Background: an optimization exercise with open tools, aiming at small area. Do not read the settings as production practice. In this exercise RTL edits were held to simulation tests only and were not proved equivalent to the original. Power is estimated from default activity; no workload was simulated.

Setup of xenon:
Design top, start of the top module:
module top(
    input  logic        clk,
    input  logic        SW,
    input  logic        BOOT,
    input  logic [63:0] seed,
    output logic        _48b,
    output logic        _45a
);
    logic [63:0] grid;
    logic [8:0]  hist;
    logic [5:0]  d;         
    logic [3:0]  c;
    logic [4:0]  j;
    logic [6:0]  k;
    logic [1:0]  f;         
    logic        odd;       
    logic        pend;      
    logic        upd;       
    logic        cur;       
    logic rs, cw, ce;       
    assign rs = (d[5:3] != 3'd7);    
    assign cw = (d[2:0] != 3'd0);    
    assign ce = (d[2:0] != 3'd7);    
    logic p1, p0, q1, q0, m1, m0;
    assign {p1, p0} = hist[0] + hist[8] + (grid[56] & rs);
    assign {q1, q0} = hist[6] + grid[62] + (grid[54] & rs);
    assign {m1, m0} = hist[7] + (grid[55] & rs);
    logic e1, e0, g1, g0;
    assign {e1, e0} = (p0 & cw) + (q0 & ce) + m0;
    assign {g1, g0} = (p1 & cw) + (q1 & ce) + m1;
    logic next_cell;
    assign next_cell = !g1 & (g0 ^ e1) & (e0 | grid[63]);
    logic load;
    rst_inv u_inv(.rst_n(SW), .load(load));
    logic [63:0] gs;
    assign grid = gs ^ {32{2'b10}};
    always_ff @(posedge clk) begin
        gs[0] <= ((upd ? next_cell : grid[63]) & SW) | (seed[0] & load);
        for (int i = 1; i < 64; i++)
            if (i % 2 == 1)
                gs[i] <= !((load | gs[i-1]) & (SW | seed[i]));
            else
                gs[i] <= (!load & !gs[i-1]) | (load & seed[i]);
    end
    always_ff @(posedge clk)
        hist <= {hist[7:0], grid[63] & upd};
    logic c_last;           
    assign c_last = (c == 4'd12);
    logic kinc;             
    assign kinc = c_last & (j == 5'd23);
    logic k_end;            
    assign k_end = (k[5:0] == 6'd63);
    logic to_pixel;         
    assign to_pixel = (k[6] == k_end);
  ...
Size: about 100 flip-flops, ~3300 sq um of cells after synthesis.
export LEC_CHECK = 0
export CAP_MARGIN = 20
export CORE_MARGIN = 2
export CORE_UTILIZATION = 40
export SLEW_MARGIN = 20
export SYNTH_HIERARCHICAL = 1
export SYNTH_MINIMUM_KEEP_SIZE = 0
create_clock -name core_clock -period 10.0 [get_ports {clk}]
standard.sh (not shown) runs the stock make flow with config.mk's settings and CLKGATE_MAP_FILE= SYNTH_SCRIPT=/design/flow/synth_recipe.tcl, a recipe that flattens the netlist after the stock synthesis.
==> flow/flow/run.sh <==
#!/bin/bash
# The standard layout, with changes that only affect cell choice:
#  - synthesis maps with area-oriented ABC scripts (flow/abc_*.script)
#    instead of ORFS's speed script, and leaves adders to ABC instead of
#    mapping them to full/half-adder cells first.  Synthesis runs once per
#    script and the run with the smallest cell area is kept; everything else
#    in synthesis is the standard one (synth_recipe.tcl through standard.sh),
#    so registers keep their names and cell types;
#  - the port buffers are the smallest buffer instead of the resizer's pick;
#  - clock tree synthesis adds no dummy loads (the standard arguments plus
#    -dont_use_dummy_load).
# Each step's full output goes to a log file in this folder.
set -euo pipefail
here="$(pwd)"
export BUFFER_PORTS_ARGS="-buffer_cell sky130_fd_sc_hd__buf_1"
export CTS_ARGS="-sink_clustering_enable -repair_clock_nets -dont_use_dummy_load"
cp -r "$FLOW_HOME/scripts" "$here/scripts_area"
python3 - "$here/scripts_area/synth.tcl" <<'PY'
import sys
p = sys.argv[1]
s = open(p).read()
key = "# Technology mapping of adders\nif {"
assert s.count(key) == 1
open(p, "w").write(s.replace(key, "# Technology mapping of adders (skipped)\nif { 0 &&"))
PY
stat_file="orfs/reports/$FLOW_PLATFORM/top/base/synth_stat.txt"
best=""
best_area=""
for sc in "$here"/flow/abc_*.script; do
  name="$(basename "$sc" .script)"
  cp "$sc" "$here/scripts_area/abc_speed.script"
  rm -rf "$here/orfs"
  if SCRIPTS_DIR="$here/scripts_area" bash standard.sh synth > "$here/synth_$name.log" 2>&1; then
    area="$(grep "Chip area for top module" "$here/$stat_file" | awk '{print $NF}')"
    echo "$name $area" >> "$here/synth_areas.txt"
    if [[ -z "$best" ]] || python3 -c "import sys; sys.exit(0 if float('$area') < float('$best_area') else 1)"; then
      rm -rf "$here/orfs_best"
      mv "$here/orfs" "$here/orfs_best"
      best="$name"
      best_area="$area"
    fi
  else
    echo "$name failed" >> "$here/synth_areas.txt"
  fi
done
[[ -n "$best" ]]
rm -rf "$here/orfs"
mv "$here/orfs_best" "$here/orfs"
echo "kept $best $best_area" >> "$here/synth_areas.txt"
bash standard.sh > "$here/layout.log" 2>&1
==> flow/flow/abc_1.script <==
&get -n
&st
&dch
&nf -a
&st
&syn2
&if -g -K 6
&synch2
&nf -a
&st
&syn2
&if -g -K 6
&synch2
&nf -a
&st
&dch
&nf -a
&put
topo
stime -c
==> flow/flow/abc_2.script <==
&get -n
&st
&dch
&nf -a -R 1000
&st
&syn2
&if -g -K 6
&synch2
&nf -a -R 1000
&st
&syn2
&if -g -K 6
&synch2
&nf -a -R 1000
&st
&dch
&nf -a -R 1000
&put
topo
stime -c
==> flow/flow/abc_3.script <==
strash
dch
map -a
strash
dch
map -a
strash
&get -n
&dch
&nf -a
&put
topo
stime -c
==> flow/flow/abc_4.script <==
&get -n
&st
&dch -f
&nf -a
&st
&syn2
&if -g -K 6
&synch2
&nf -a
&st
&syn2
&if -g -K 6
&synch2
&nf -a
&st
&dch -f
&nf -a
&put
topo
stime -c
==> flow/flow/abc_5.script <==
&get -n
&st
&dch
&nf -a
&st
&dch
&nf -a
&st
&dch
&nf -a
&put
topo
stime -c
==> flow/flow/abc_6.script <==
&get -n
&st
&dch
&nf -a
&st
&syn2
&if -g -K 6
&synch2
&nf -a
&st
&syn2
&if -g -K 6
&synch2
&nf -a
&st
&dch
&nf -a
&st
&syn2
&if -g -K 6
&synch2
&nf -a
&st
&dch
&nf -a
&put
topo
stime -c
Edits applied to the flow inputs when going from xenon to zinc:
==> flow/flow/run.sh <==
#!/bin/bash
# The standard layout, with changes that only affect cell choice:
#  - synthesis maps with an area-oriented ABC script (abc_area.script here)
#    instead of ORFS's speed script, and leaves adders to ABC instead of
#    mapping them to full/half-adder cells first; everything else in
#    synthesis is the standard one (synth_recipe.tcl through standard.sh), so
#    registers keep their names and cell types;
#  - the port buffers are the smallest buffer instead of the resizer's pick;
#  - clock tree synthesis adds no dummy loads (the standard arguments plus
#    -dont_use_dummy_load).
# Each step's full output goes to a log file in this folder.
set -euo pipefail
here="$(pwd)"
cp -r "$FLOW_HOME/scripts" "$here/scripts_area"
cp "$here/flow/abc_area.script" "$here/scripts_area/abc_speed.script"
python3 - "$here/scripts_area/synth.tcl" <<'PY'
import sys
p = sys.argv[1]
s = open(p).read()
key = "# Technology mapping of adders\nif {"
assert s.count(key) == 1
open(p, "w").write(s.replace(key, "# Technology mapping of adders (skipped)\nif { 0 &&"))
PY
export BUFFER_PORTS_ARGS="-buffer_cell sky130_fd_sc_hd__buf_1"
export CTS_ARGS="-sink_clustering_enable -repair_clock_nets -dont_use_dummy_load"
SCRIPTS_DIR="$here/scripts_area" bash standard.sh synth > "$here/synth.log" 2>&1
bash standard.sh > "$here/layout.log" 2>&1
==> flow/flow/abc_area.script (new file) <==
&get -n
&st
&dch
&nf -a -R 1000
&st
&syn2
&if -g -K 6
&synch2
&nf -a -R 1000
&st
&syn2
&if -g -K 6
&synch2
&nf -a -R 1000
&st
&dch
&nf -a -R 1000
&put
topo
stime -c
removed: flow/flow/abc_1.script
removed: flow/flow/abc_2.script
removed: flow/flow/abc_3.script
removed: flow/flow/abc_4.script
removed: flow/flow/abc_5.script
removed: flow/flow/abc_6.script
[summary]
Status: internal power parity (xenon, zinc)
Changes observed in zinc relative to xenon: wire length increased 130 um, peak fanout along the critical path increased 1, post-route standard cell area excluding fillers essentially unchanged.
Between zinc and xenon, the total power divided by cell area does not differ in any meaningful way.
Inputs modified between zinc and indigo:
==> flow/flow/abc_area.script <==
&get -n
&st
&dch
&nf -a
&st
&syn2
&if -g -K 6
&synch2
&nf -a
&st
&syn2
&if -g -K 6
&synch2
&nf -a
&st
&dch
&nf -a
&put
topo
stime -c
### Flow results
- Ratio of final minimum period to clock period on indigo is up relative to zinc.
- Compared indigo against zinc; final area within noise.
- indigo ends up with a peak fanout along the critical path that is 1 higher than in zinc.
- indigo vs zinc on measured slew at the worst slew-check pin: indigo is the higher one.

## static timing again, ports no longer ideal
In the flow no input, the clock included, has a driving cell. The finished layouts below were timed again as built, in two steps. Step 1 sets driving cells, clkbuf_16 on the clock port and buf_2 on the other inputs (assumed; they add their load-dependent delay and slew). Step 2 moves the port delays by t, midway between the first and last clock arrival at a register: inputs arrive t later, outputs are due t later. That takes back most of the time a late clock gives input paths. a / b / c = ideal ports / drivers / drivers and shift; a / b = the first two.
| run | t (ns) | setup WS [ns] | slew at the worst register clock pin (ns) |
|---|---|---|---|
| xenon | 0.362 | 6.551 / 6.521 / 6.309 | 0.10 / 0.10 |
| zinc | 0.373 | 6.445 / 6.415 / 6.430 | 0.10 / 0.10 |
| indigo | 0.382 | 6.406 / 6.376 / 6.306 | 0.11 / 0.11 |
After both steps every run listed still meets setup and hold. The setup slack of xenon, which loses most, moves by -0.030 ns with the drivers and by -0.242 ns with both steps.
